What follows belongs to an exercise in optimizing a design on an open flow for small area and a short achievable clock period; a production flow would make more cautious choices.
No run shown here included a check of the RTL's function; only the layout flow was run.

## flow/design.v (module list and top-level ports; edited modules follow where they fit)
// module Chevychev_highpass: 1395 lines
// module iir_fa: 4 lines
// module iir_ha: 4 lines
module Chevychev_highpass (
    data_in, data_out, clk, rst
);
  // ...
==> flow/flow/run.sh <==
#!/bin/bash
# Standard layout, with stronger port buffers and timing repair aimed past the clock period.
set -euo pipefail
bash standard.sh "BUFFER_PORTS_ARGS=-buffer_cell sky130_fd_sc_hd__buf_4" SETUP_SLACK_MARGIN=7 finish > standard_sh.log 2>&1
==> flow/standard.sh <==
#!/bin/bash
# synth_recipe.tcl (not shown) runs the flow's synth.tcl, then flattens the netlist and writes it again
# the make line also repeats each setting of config.mk as NAME=value (left out here)
make -C /OpenROAD-flow-scripts/flow DESIGN_CONFIG=/design/flow/config.mk WORK_HOME=/design/flow/orfs CLKGATE_MAP_FILE= SYNTH_SCRIPT=/design/flow/synth_recipe.tcl "${@:-finish}"
==> flow/config.mk <==
export PLATFORM = sky130hd
export DESIGN_NAME = Chevychev_highpass
export DESIGN_NICKNAME = Chevychev_highpass
export VERILOG_FILES = /design/flow/design.v
export SDC_FILE = /design/flow/constraint.sdc
export NUM_CORES = 4
export LEC_CHECK = 0
export CAP_MARGIN = 20
export CORE_MARGIN = 2
export CORE_UTILIZATION = 40
export SLEW_MARGIN = 20
export SYNTH_HIERARCHICAL = 1
export SYNTH_MINIMUM_KEEP_SIZE = 0
==> flow/constraint.sdc <==
create_clock -name core_clock -period 16.0 [get_ports {clk}]
set_input_delay 3.2000 -clock core_clock [delete_from_list [all_inputs] [get_ports {clk}]]
set_output_delay 3.2000 -clock core_clock [all_outputs]
set_load 0.01 [all_outputs]
==> results.txt, run 1 <==
status=timing/DRC/antenna clean; Top FF cell, synth=dfxtp_1; Non-clock buffering overhead=1.624%; # hold bufs at CTS=0; DR WL/cell=19.94 µm; Fin Hold WS=495.4 ps; setup repair after global routing missed its margin=no; gr usage total=18.67%; worst setup path startpoint=data_in[0]; final worst path period share=54.98%; Post-CTS Setup Bufs=0; Final #Nets=1721; IO Port Bufs=27; initial antenna violation count=0; GRT busiest layer=met2; wire length on met1=15310 µm; most numerous cell in the Yosys netlist=fa_1; register area=3545 µm²; Setup Skew=10.10 ps; Yosys top cell area share=51.19%; R2R Path Start=YN[2]; DR top layer=met4; Mapped Area=15760 µm²; GRT met3 Usage=3.034%; Final Util=44.16%; pin count of the biggest net entering global routing=92; crit path capture type=primary output; # diodes=0; Synth Area in Adders=63.26%; commonest non-fill, non-tap cell in the layout=fa_1
==> run 2, diff against run 1 <==
--- a/flow/config.mk
+++ b/flow/config.mk
@@ -9,4 +9,7 @@
 export CORE_MARGIN = 2
 export CORE_UTILIZATION = 40
+export CTS_BUF_LIST = sky130_fd_sc_hd__clkbuf_8
+export CTS_CLUSTER_DIAMETER = 60
+export CTS_CLUSTER_SIZE = 20
 export SLEW_MARGIN = 20
 export SYNTH_HIERARCHICAL = 1
==> run 2 against run 1 <==
Against the previous run: still clean on timing, DRC and antenna; clock-buffer cell count shrank 1; critical endpoint unchanged; design area shrank 1.1%; hold slack gained 3.5 ps; synthesized area is the same; critical path depth is the same; register-to-register slack is essentially flat; wire length shrank 0.64%; fmax is essentially flat; clock skew grew 5.5 ps.
==> results.txt, run 2 <==
synthesis-to-finish area growth=7.328%; met2 WL=17130 µm; vias=8029; htree depth=4; final setup vio count=0; Die Area=41000 µm²; Post-DRT Antenna Nets=0; Setup TNS=0 ps; fin cells=1687; Least-Margin Pin Slew=939.2 ps; Clock Path Buffers=2; largest family of logic cells by synthesized area=adder cells; Top FF cell, synth=dfxtp_1; asr flop ratio synth=0%; gr usage total=18.62% (-0.055 points); clk root buf=clkbuf_8; final wirelength=33430 µm; vias per std cell=4.759; Final WS setup=7205 ps; status=timing/DRC/antenna clean; commonest non-fill, non-tap cell in the layout=fa_1; first-pass detailed-route iteration total=4; # diodes=0 (unchanged); DRC=0; CTS tree=yes; die span in x=202.5 µm; worst min path class=reg -> reg; setup repair after global routing missed its margin=no; post-place setup slack=6929 ps; Compound-Gate Fraction of Synth Area=1.937%; Die H=202.5 µm; Yosys top cell area share=51.19% (unchanged); crit path capture type=primary output; core area=38740 µm²; Placement Cell Area=16500 µm²; TritonCTS Buffers=17; DR WL/cell=19.81 µm (-0.64%); DR top layer=met4; Distinct cells, synth=31; wire length on met1=14960 µm (-2.3%); most numerous cell in the Yosys netlist=fa_1; Setup Skew=15.58 ps (+5.477 ps); CTS clock-pin slew for the worst setup and hold paths=90 ps; Mapped Area=15760 µm² (unchanged); dominant cell type by area after synthesis=fa_1; remaining global-route overflow=0; fin. max-slew vios=0; Final Util=43.66% (-0.49 points); final worst path period share=54.97% (about the same); XOR/XNOR Fraction of Synth Area=3.089%; Synth area leaders=fa_1, dfxtp_1, ha_1; Final #Nets=1721 (unchanged); clock latency on the worst-skew pair=510 ps; WS Path Type=in -> out; HPWL Detailed=27860 µm; initial antenna violation count=0 (unchanged); Initial Utilization=40.68%; routed wire length on met3=975 µm; clock sink total=177; Fmax=113.7 MHz; synth cell count leaders=fa_1, dfxtp_1, ha_1, nand2b_1, nor2_1; cell row count=72; Worst slew margin=37.39%; layout cells sized above 1=6.843%; multiplexer share of the synthesized area=0%; I/O pin cnt=28; number of flops mapped to enable cells by yosys=0; post-synthesis cell count=1131; register area share after synthesis=22.49%; vias in the first global route=9484; synth warn=7; Seq cells post-synth=177; GP Congestion=0.8613; CP Max Fanout=6; First DRT Iteration DRCs=324; Worst setup SP type=primary input; pin count of the biggest net entering global routing=92 (unchanged); # hold bufs at CTS=0 (unchanged); Final Hold Fails=0; CP required=12800 ps; Avg Inst Size Synth=13.93 µm²; Fin Hold WS=498.9 ps (+3.456 ps); fin crit period=8795 ps; max-cap violations=0; commonest cells after routing, fill and taps aside=fa_1, dfxtp_1, ha_1, nand2b_1, nor2_1; placed cells=1655; first-pass GRT wire length=56400 µm; Worst Path Arrival=5600 ps; post-route cell area=16910 µm²; simple-gate share of the synthesized area=6.622%; Synth Area in Adders=63.26% (unchanged); IO Port Bufs=27 (unchanged)
==> run 2: cell counts after synthesis <==
No cell type changed its count.
==> run 2: final timing paths <==
kind,from,endpoint,cells past startpoint,slack (ps)
hold reg to reg,R7[0],R6[0],2,500
setup reg to reg,YN[2],R8[17],23,7510
hold / removal,R7[0],R6[0],2,500
setup / recovery,data_in[0],data_out[17],11,7200
==> run 2: per-module statistics from Yosys, one instance, submodules excluded <==
module | cell area [µm²] | cells | copies in the design | flops+latches
iir_ha | 12.51 | 1 | 134 | 0
iir_fa | 20.02 | 1 | 403 | 0
Chevychev_highpass | 6015 | 594 | 1 | 177
==> run 2: layer usage <==
metal	vias to the layer above	global-route usage, %
met3	21	3.098
li1	3606	-
met4	0	4.041
met1	4307	26.44
met5	-	0
met2	95	30.27
==> run 2: what timing repair did <==
item / in CTS / in global routing
pin swaps: 0 / 1
gates resized for setup: 1 / 4
setup endpoints to repair: 2 / 4
gates cloned: 0 / 0
setup buffers: 0 / 0
==> run 2: worst max-delay path, cell delays in order <==
cell and delay (ps):
buf_4 150, ha_1 290, ha_2 370, nand4_1 80, a21oi_1 120, or2_2 190, a31oi_4 140, o41ai_2 380
ha_1 260, xor2_1 240, buf_4 170
==> run 2: kinds of logic (layout without fill, tap and decap cells) <==
group	after synthesis	in the layout
simple gates	206	206
xor+xnor	53	53
fa+ha+maj	555	555
compound gates	49	49
flops	177	177
other cells	1	7
buf+inv	90	122
==> run 2: final cells by class <==
cell class	count	area, µm²
clock buffers	18	247.7
flip-flops and latches	177	3545
well taps	518	648.1
repair buffers	37	277.8
fillers	3610	21820
multi-input cells	870	11860
clock inverters	14	140.1
inverters	53	198.9
==> run 3, diff against run 2 <==
==> flow/flow/run.sh (replaced) <==
#!/bin/bash
# Standard layout, with stronger port buffers and timing repair aimed past the clock period.
set -euo pipefail
bash standard.sh "BUFFER_PORTS_ARGS=-buffer_cell sky130_fd_sc_hd__buf_4" finish > standard_sh.log 2>&1
--- a/flow/config.mk
+++ b/flow/config.mk
@@ -9,7 +9,4 @@
 export CORE_MARGIN = 2
 export CORE_UTILIZATION = 40
-export CTS_BUF_LIST = sky130_fd_sc_hd__clkbuf_8
-export CTS_CLUSTER_DIAMETER = 60
-export CTS_CLUSTER_SIZE = 20
 export SLEW_MARGIN = 20
 export SYNTH_HIERARCHICAL = 1
==> run 3 against run 2 <==
Against the previous run: setup slack lost 270 ps; register-to-register slack lost 220 ps; fmax shrank 3.0%; core utilization grew 0.43 points; critical endpoint unchanged.
==> results.txt, run 3 <==
XOR/XNOR Fraction of Synth Area=3.089% (unchanged); CP bufs+invs=2 (unchanged); register area share after synthesis=22.49% (unchanged); Distinct cells, synth=31 (unchanged); I/O pin cnt=28 (unchanged); Worst setup SP type=primary input; dominant cell type by area after synthesis=fa_1; # diodes=0 (unchanged); final setup vio count=0 (unchanged); setup repair after global routing missed its margin=no; multiplexer share of the synthesized area=0% (unchanged); post-route cell area=17080 µm² (+0.98%); Initial Utilization=40.68% (unchanged); Worst slew margin=35.72% (-1.7 points); Post-CTS Setup Bufs=0 (unchanged); first-pass GRT wire length=56420 µm (about the same); # hold bufs at CTS=0 (unchanged); fin. max-slew vios=0 (unchanged); Clock Path Buffers=2 (unchanged); Least-Margin Pin Slew=964.2 ps (+25.04 ps); vias in the first global route=9472 (-0.13%); initial antenna violation count=0 (unchanged); R2R depth=23 (unchanged); area of the multi-input gates=11830 µm² (-0.21%); CTS clock-pin slew for the worst setup and hold paths=70 ps (-20 ps); fin crit period=9065 ps (+269.3 ps); slowest library cell on the worst path=a31oi_1; asr flop ratio synth=0% (unchanged); register area=3543 µm² (about the same); htree depth=4 (unchanged); WS Path Type=in -> out; Fin Hold WS=495.5 ps (-3.410 ps); IO Port Bufs=27 (unchanged); CP Max Fanout=6 (unchanged); First DRT Iteration DRCs=346 (+6.8%); DR WL/cell=19.93 µm (+0.58%); Mapped Area=15760 µm² (unchanged); Synth Area in Adders=63.26% (unchanged); Worst path top cell family by delay=adder cells; Final #Nets=1721 (unchanged); Setup Skew=9.629 ps (-5.951 ps); Seq cells post-synth=177 (unchanged); Setup TNS=0 ps (unchanged); Die H=202.5 µm (unchanged); Placement Cell Area=16500 µm² (unchanged); worst min path class=reg -> reg; Top FF cell, synth=dfxtp_1; synthesis-to-finish area growth=8.376%; GP Congestion=0.8613 (unchanged); status=timing/DRC/antenna clean; clk root buf=clkbuf_16; worst hold stages=2 (unchanged); largest family of logic cells by synthesized area=adder cells; CP required=12800 ps (about the same); CTS tree=yes; Yosys top cell area share=51.19% (unchanged); Fmax=110.3 MHz (-3.0%); final worst path period share=56.65% (+1.7 points); Fillers=3587 (-0.64%); clock sink total=177 (unchanged); clock latency on the worst-skew pair=460 ps (-50 ps); post-place setup slack=6929 ps (unchanged); TritonCTS Buffers=17 (unchanged); vias=8085 (+0.70%); core area=38740 µm² (unchanged); hold worst-path end=R6[0]; final wirelength=33620 µm (+0.58%); CP max stage delay=420 ps (+40 ps); synth cell count leaders=fa_1, dfxtp_1, ha_1, nand2b_1, nor2_1; Final Hold Fails=0 (unchanged); max-cap violations=0 (unchanged); layout cells sized above 1=6.501% (-0.34 points); commonest cells after routing, fill and taps aside=fa_1, dfxtp_1, ha_1, nand2b_1, nor2_1; worst-path cell chain=buf_4, ha_1, ha_1, a21oi_1, nand3_1, or2_2, a31oi_1, o41ai_1, ha_1, xor2_1, buf_4; Synth area leaders=fa_1, dfxtp_1, ha_1; Die Area=41000 µm² (unchanged); most numerous cell in the Yosys netlist=fa_1; first-pass detailed-route iteration total=4 (unchanged); post-CTS sizing=0 (-1); most frequent CP cell=ha_1; reg-to-reg endpoint=R8[17]; die span in x=202.5 µm (unchanged); cell row count=72 (unchanged); Final WS setup=6935 ps (-269.3 ps); reg2reg setup slack=7290 ps (-220 ps); HPWL Detailed=27860 µm (unchanged); remaining global-route overflow=0 (unchanged); gr usage total=18.65% (+0.030 points); vias per std cell=4.793 (+0.70%); post-synthesis cell count=1131 (unchanged); HP Start=R7[0]; Worst Path Arrival=5860 ps (+260 ps); pin count of the biggest net entering global routing=92 (unchanged); R2R Path Start=YN[0]; synth warn=7 (unchanged); Post-DRT Antenna Nets=0 (unchanged); number of flops mapped to enable cells by yosys=0 (unchanged); commonest non-fill, non-tap cell in the layout=fa_1; Avg Inst Size Synth=13.93 µm² (unchanged); simple-gate share of the synthesized area=6.622% (unchanged); crit path capture type=primary output; DRC=0 (unchanged); Compound-Gate Fraction of Synth Area=1.937% (unchanged)
## run 3: cell counts after synthesis
No cell type changed its count.
## run 3: kinds of logic (layout without fill, tap and decap cells)
logic type | after synthesis | in the layout
fa+ha+maj | 555 | 555
other cells | 1 | 7
buf+inv | 90 | 122
compound gates | 49 | 49
simple gates | 206 | 206
flops | 177 | 177
xor+xnor | 53 | 53
## run 3: cell type report
cell class | instances | area share, %
multi-input cells | 870 | 69.27
clock inverters | 13 | 0.7985
inverters | 53 | 1.165
flip-flops and latches | 177 | 20.75
repair buffers | 37 | 1.626
well taps | 518 | 3.795
clock buffers | 19 | 2.593
## run 3: how the worst max path moves through the flow
stage | to | start | cells after the start
floorplan | data_out[15] | data_in[0] | 11
global placement | data_out[17] | data_in[0] | 11
detailed placement | data_out[17] | data_in[0] | 11
CTS | data_out[17] | data_in[0] | 11
global route | data_out[17] | data_in[0] | 11
finish | data_out[17] | data_in[0] | 11
## run 3: modules after synthesis (local to each module, per instance)
module | area (µm²) | flip-flops and latches | times used
Chevychev_highpass | 6015 | 177 | 1
iir_ha | 12.51 | 0 | 134
iir_fa | 20.02 | 0 | 403
## run 3: per-layer routing
metal	track usage (%)	up-vias	wire, µm
met1	26.55	4351	15150
li1	-	3607	-
met3	3.034	21	987
met4	3.884	0	361
met2	30.37	106	17120
met5	0	-	0
## run 3: stage by stage
stage          util [%]  instances
2_1_floorplan         -       1137
3_3_place_gp      42.59       1655
3_5_place_dp      42.59       1655
4_1_cts           44.09       1687
5_1_grt           44.09       1687
6_report          44.09       1687
## run 3: worst min-delay path: stages, from the launching register on
cell,delay (ps)
dfxtp_1,310
ha_1,110
nor2_1,40
==> run 4, diff against run 3 <==
==> flow/flow/run.sh (replaced) <==
#!/bin/bash
# Standard layout, with stronger port buffers and timing repair aimed past the clock period.
set -euo pipefail
bash standard.sh "BUFFER_PORTS_ARGS=-buffer_cell sky130_fd_sc_hd__buf_4" SETUP_SLACK_MARGIN=8.5 finish > standard_sh.log 2>&1
==> run 4 against run 3 <==
Against the previous run: still clean on timing, DRC and antenna; wire length increased by 4.9%; flip-flop and latch count stayed put; global-route usage is 0.62 points higher; critical path depth is 2 higher; design area grew 6.4%; core utilization is 2.8 points higher; setup slack better by 550 ps; synthesized area is the same; critical path type unchanged; highest routed layer unchanged.
==> results.txt, run 4 <==
Seq cells post-synth=177 (unchanged); placed cells=1656 (+0.060%); post-synthesis cell count=1131 (unchanged); fin. max-slew vios=0 (unchanged); commonest non-fill, non-tap cell in the layout=fa_1; Final #Nets=1777 (+3.3%); Synth area leaders=fa_1, dfxtp_1, ha_1; remaining global-route overflow=0 (unchanged); asr flop ratio synth=0% (unchanged); GP Congestion=0.8473 (-1.6%); commonest cells after routing, fill and taps aside=fa_1, dfxtp_1, ha_1, nand2b_1, nor2_1; clk root buf=clkbuf_16; Avg Inst Size Synth=13.93 µm² (unchanged); CP Max Fanout=2 (-4); grt met1 use=26.38% (-0.17 points); post-place setup slack=7425 ps (+496.1 ps); most frequent CP cell=ha_4; Top FF cell, synth=dfxtp_1; dominant cell type by area after synthesis=fa_1; Setup Skew=11.54 ps (+1.910 ps); clock latency on the worst-skew pair=460 ps (about the same); Worst slew margin=47.08% (+11 points); vias per std cell=4.765 (-0.58%); synthesis-to-finish area growth=15.31%; Yosys top cell area share=51.19% (unchanged); CP bufs+invs=3 (+1); Distinct cells, synth=31 (unchanged); First DRT Iteration DRCs=302 (-13%); WS Path Type=in -> out; Setup TNS=0 ps (unchanged); htree depth=4 (unchanged); Final WS setup=7484 ps (+548.7 ps); status=timing/DRC/antenna clean; gr usage total=19.27% (+0.62 points); cell row count=72 (unchanged); Worst Path Arrival=5320 ps (-540 ps); clock sink total=177 (unchanged); first-pass GRT wire length=57880 µm (+2.6%); TritonCTS Buffers=17 (unchanged); core area=38740 µm² (unchanged); DRC=0 (unchanged); Final Util=46.91% (+2.8 points); worst-path cell chain=buf_12, ha_4, ha_4, o211ai_1, a21oi_1, or2_4, buf_6, a21o_1, a21o_1, ha_4, nor2_4, xnor2_2, buf_4; Fmax=117.4 MHz (+6.4%); max-cap violations=0 (unchanged); final worst path period share=53.23% (-3.4 points); die span in x=202.5 µm (unchanged); vias in the first global route=9786 (+3.3%); fin crit period=8516 ps (-548.7 ps); fin cells=1743 (+3.3%); DR WL/cell=20.22 µm (+1.5%); final wirelength=35250 µm (+4.9%); layout cells sized above 1=18.45% (+12 points); setup repair after global routing missed its margin=yes; Initial Utilization=40.68% (unchanged); Worst setup SP type=primary input; pin count of the biggest net entering global routing=66 (-28%); synth warn=7 (unchanged); Die Area=41000 µm² (unchanged); slowest library cell on the worst path=or2_4; most numerous cell in the Yosys netlist=fa_1; number of flops mapped to enable cells by yosys=0 (unchanged); GRT busiest layer=met2; # diodes=0 (unchanged); Mapped Area=15760 µm² (unchanged); Least-Margin Pin Slew=792.8 ps (-171.4 ps); Post-DRT Antenna Nets=0 (unchanged); vias=8305 (+2.7%); initial antenna violation count=0 (unchanged); HPWL Detailed=28460 µm (+2.2%); CTS tree=yes; GRT met3 Usage=4.029% (+1.0 points); CP required=12800 ps (about the same); crit path capture type=primary output; Final Hold Fails=0 (unchanged); Clock Path Buffers=2 (unchanged); I/O pin cnt=28 (unchanged); worst min path class=reg -> reg; register area share after synthesis=22.49% (unchanged); IO Port Bufs=27 (unchanged); CP max stage delay=270 ps (-150 ps); synth cell count leaders=fa_1, dfxtp_1, ha_1, nand2b_1, nor2_1; Worst path top cell family by delay=compound AO/OA/AOI/OAI gates; Fin Hold WS=497.7 ps (+2.245 ps); CTS clock-pin slew for the worst setup and hold paths=60 ps (about the same); first-pass detailed-route iteration total=5 (+1); met2 usage=31.34% (+0.97 points); final setup vio count=0 (unchanged); Die H=202.5 µm (unchanged)
[run 4: cell counts after synthesis]
Identical to the previous run, type by type.
[run 4: cell families (layout without fill, tap and decap cells)]
group | Yosys count | count (layout) | synth area share [%]
simple gates | 206 | 206 | 6.622
compound gates | 49 | 49 | 1.937
other cells | 1 | 7 | 0.02380
xor+xnor | 53 | 53 | 3.089
buf+inv | 90 | 178 | 2.580
flops | 177 | 177 | 22.49
fa+ha+maj | 555 | 555 | 63.26
[run 4: Yosys stat by module (local to each module, per instance)]
module              flops+latches  cells inside
Chevychev_highpass            177           594
iir_ha                          0             1
iir_fa                          0             1
[run 4: timing repair]
action	4_1_cts	5_1_grt
cloned	0	0
hold buffers	0	0
setup endpoints to repair	24	20
resized for setup	54	48
pin swaps	36	39
setup buffers	33	22
[run 4: path summary, 6_finish.rpt]
kind	cells after the start	slack [ps]	startpoint	endpoint
hold / removal	2	500	R7[0]	R6[0]
setup reg to reg	24	8660	YN[2]	R8[17]
setup / recovery	13	7480	data_in[1]	data_out[11]
hold reg to reg	2	500	R7[0]	R6[0]
[run 4: area by class of cell]
type	instances	area (µm²)
multi-input cells	870	12350
clock buffers	20	436.7
fillers	3532	20570
inverters	53	229.0
flip-flops and latches	177	3563
repair buffers	93	780.7
clock inverters	12	158.9
well taps	518	648.1
[run 4: through the flow]
stage	instance area [µm²]
floorplan	15980
global placement	16690
detailed placement	16690
CTS	17780
global route	18170
finish	18170
[run 4: worst min-delay path, delay by kind of cell, from the launching register on]
family | cells | cell delay, ps
fa+ha+maj | 1 | 110
flops | 1 | 310
simple gates | 1 | 40
[run 4: layer usage]
metal	wire [µm]	up-vias	share of wire, %
met1	15420	4405	44
met2	17820	146	51
li1	-	3723	-
met5	0	-	0
met3	1427	31	4.0
met4	575	0	1.6

==> port drivers added, routing unchanged <==
How much do the figures lean on ideal ports? The routed layouts below were timed once more, with nothing changed but the port constraints.
Step 1 (the two cells are an assumption about what drives the block):
set clk [get_ports {clk}]
set_driving_cell -lib_cell sky130_fd_sc_hd__clkbuf_16 $clk
set_driving_cell -lib_cell sky130_fd_sc_hd__buf_2 [delete_from_list [all_inputs] $clk]
Step 2 also shifts input and output timing later by t, the mid clock arrival at the registers, as if the neighbouring blocks saw the same clock.
Three values: ideal ports, drivers, drivers and shift; two values: the first two.
| run | t, ns | setup WS [ns] | worst hold slack (ns) | clock arrival spread, ns | worst data-port slew with drivers (ns) |
|---|---|---|---|---|---|
| run 1 | 0.510 | 7.204 / 7.179 / 7.179 | 0.495 / 0.495 / 0.495 | 0.011 / 0.010 | 0.03 |
| run 2 | 0.553 | 7.205 / 7.179 / 7.179 | 0.499 / 0.499 / 0.499 | 0.017 / 0.016 | 0.03 |
| run 3 | 0.510 | 6.935 / 6.910 / 6.910 | 0.495 / 0.495 / 0.495 | 0.009 / 0.009 | 0.03 |
| run 4 | 0.508 | 7.484 / 7.438 / 7.438 | 0.498 / 0.498 / 0.498 | 0.013 / 0.013 | 0.06 |
After both steps every run listed still meets setup and hold. For run 4, which loses most, drivers alone change the setup slack by -0.046 ns; drivers and shift together by -0.046 ns.
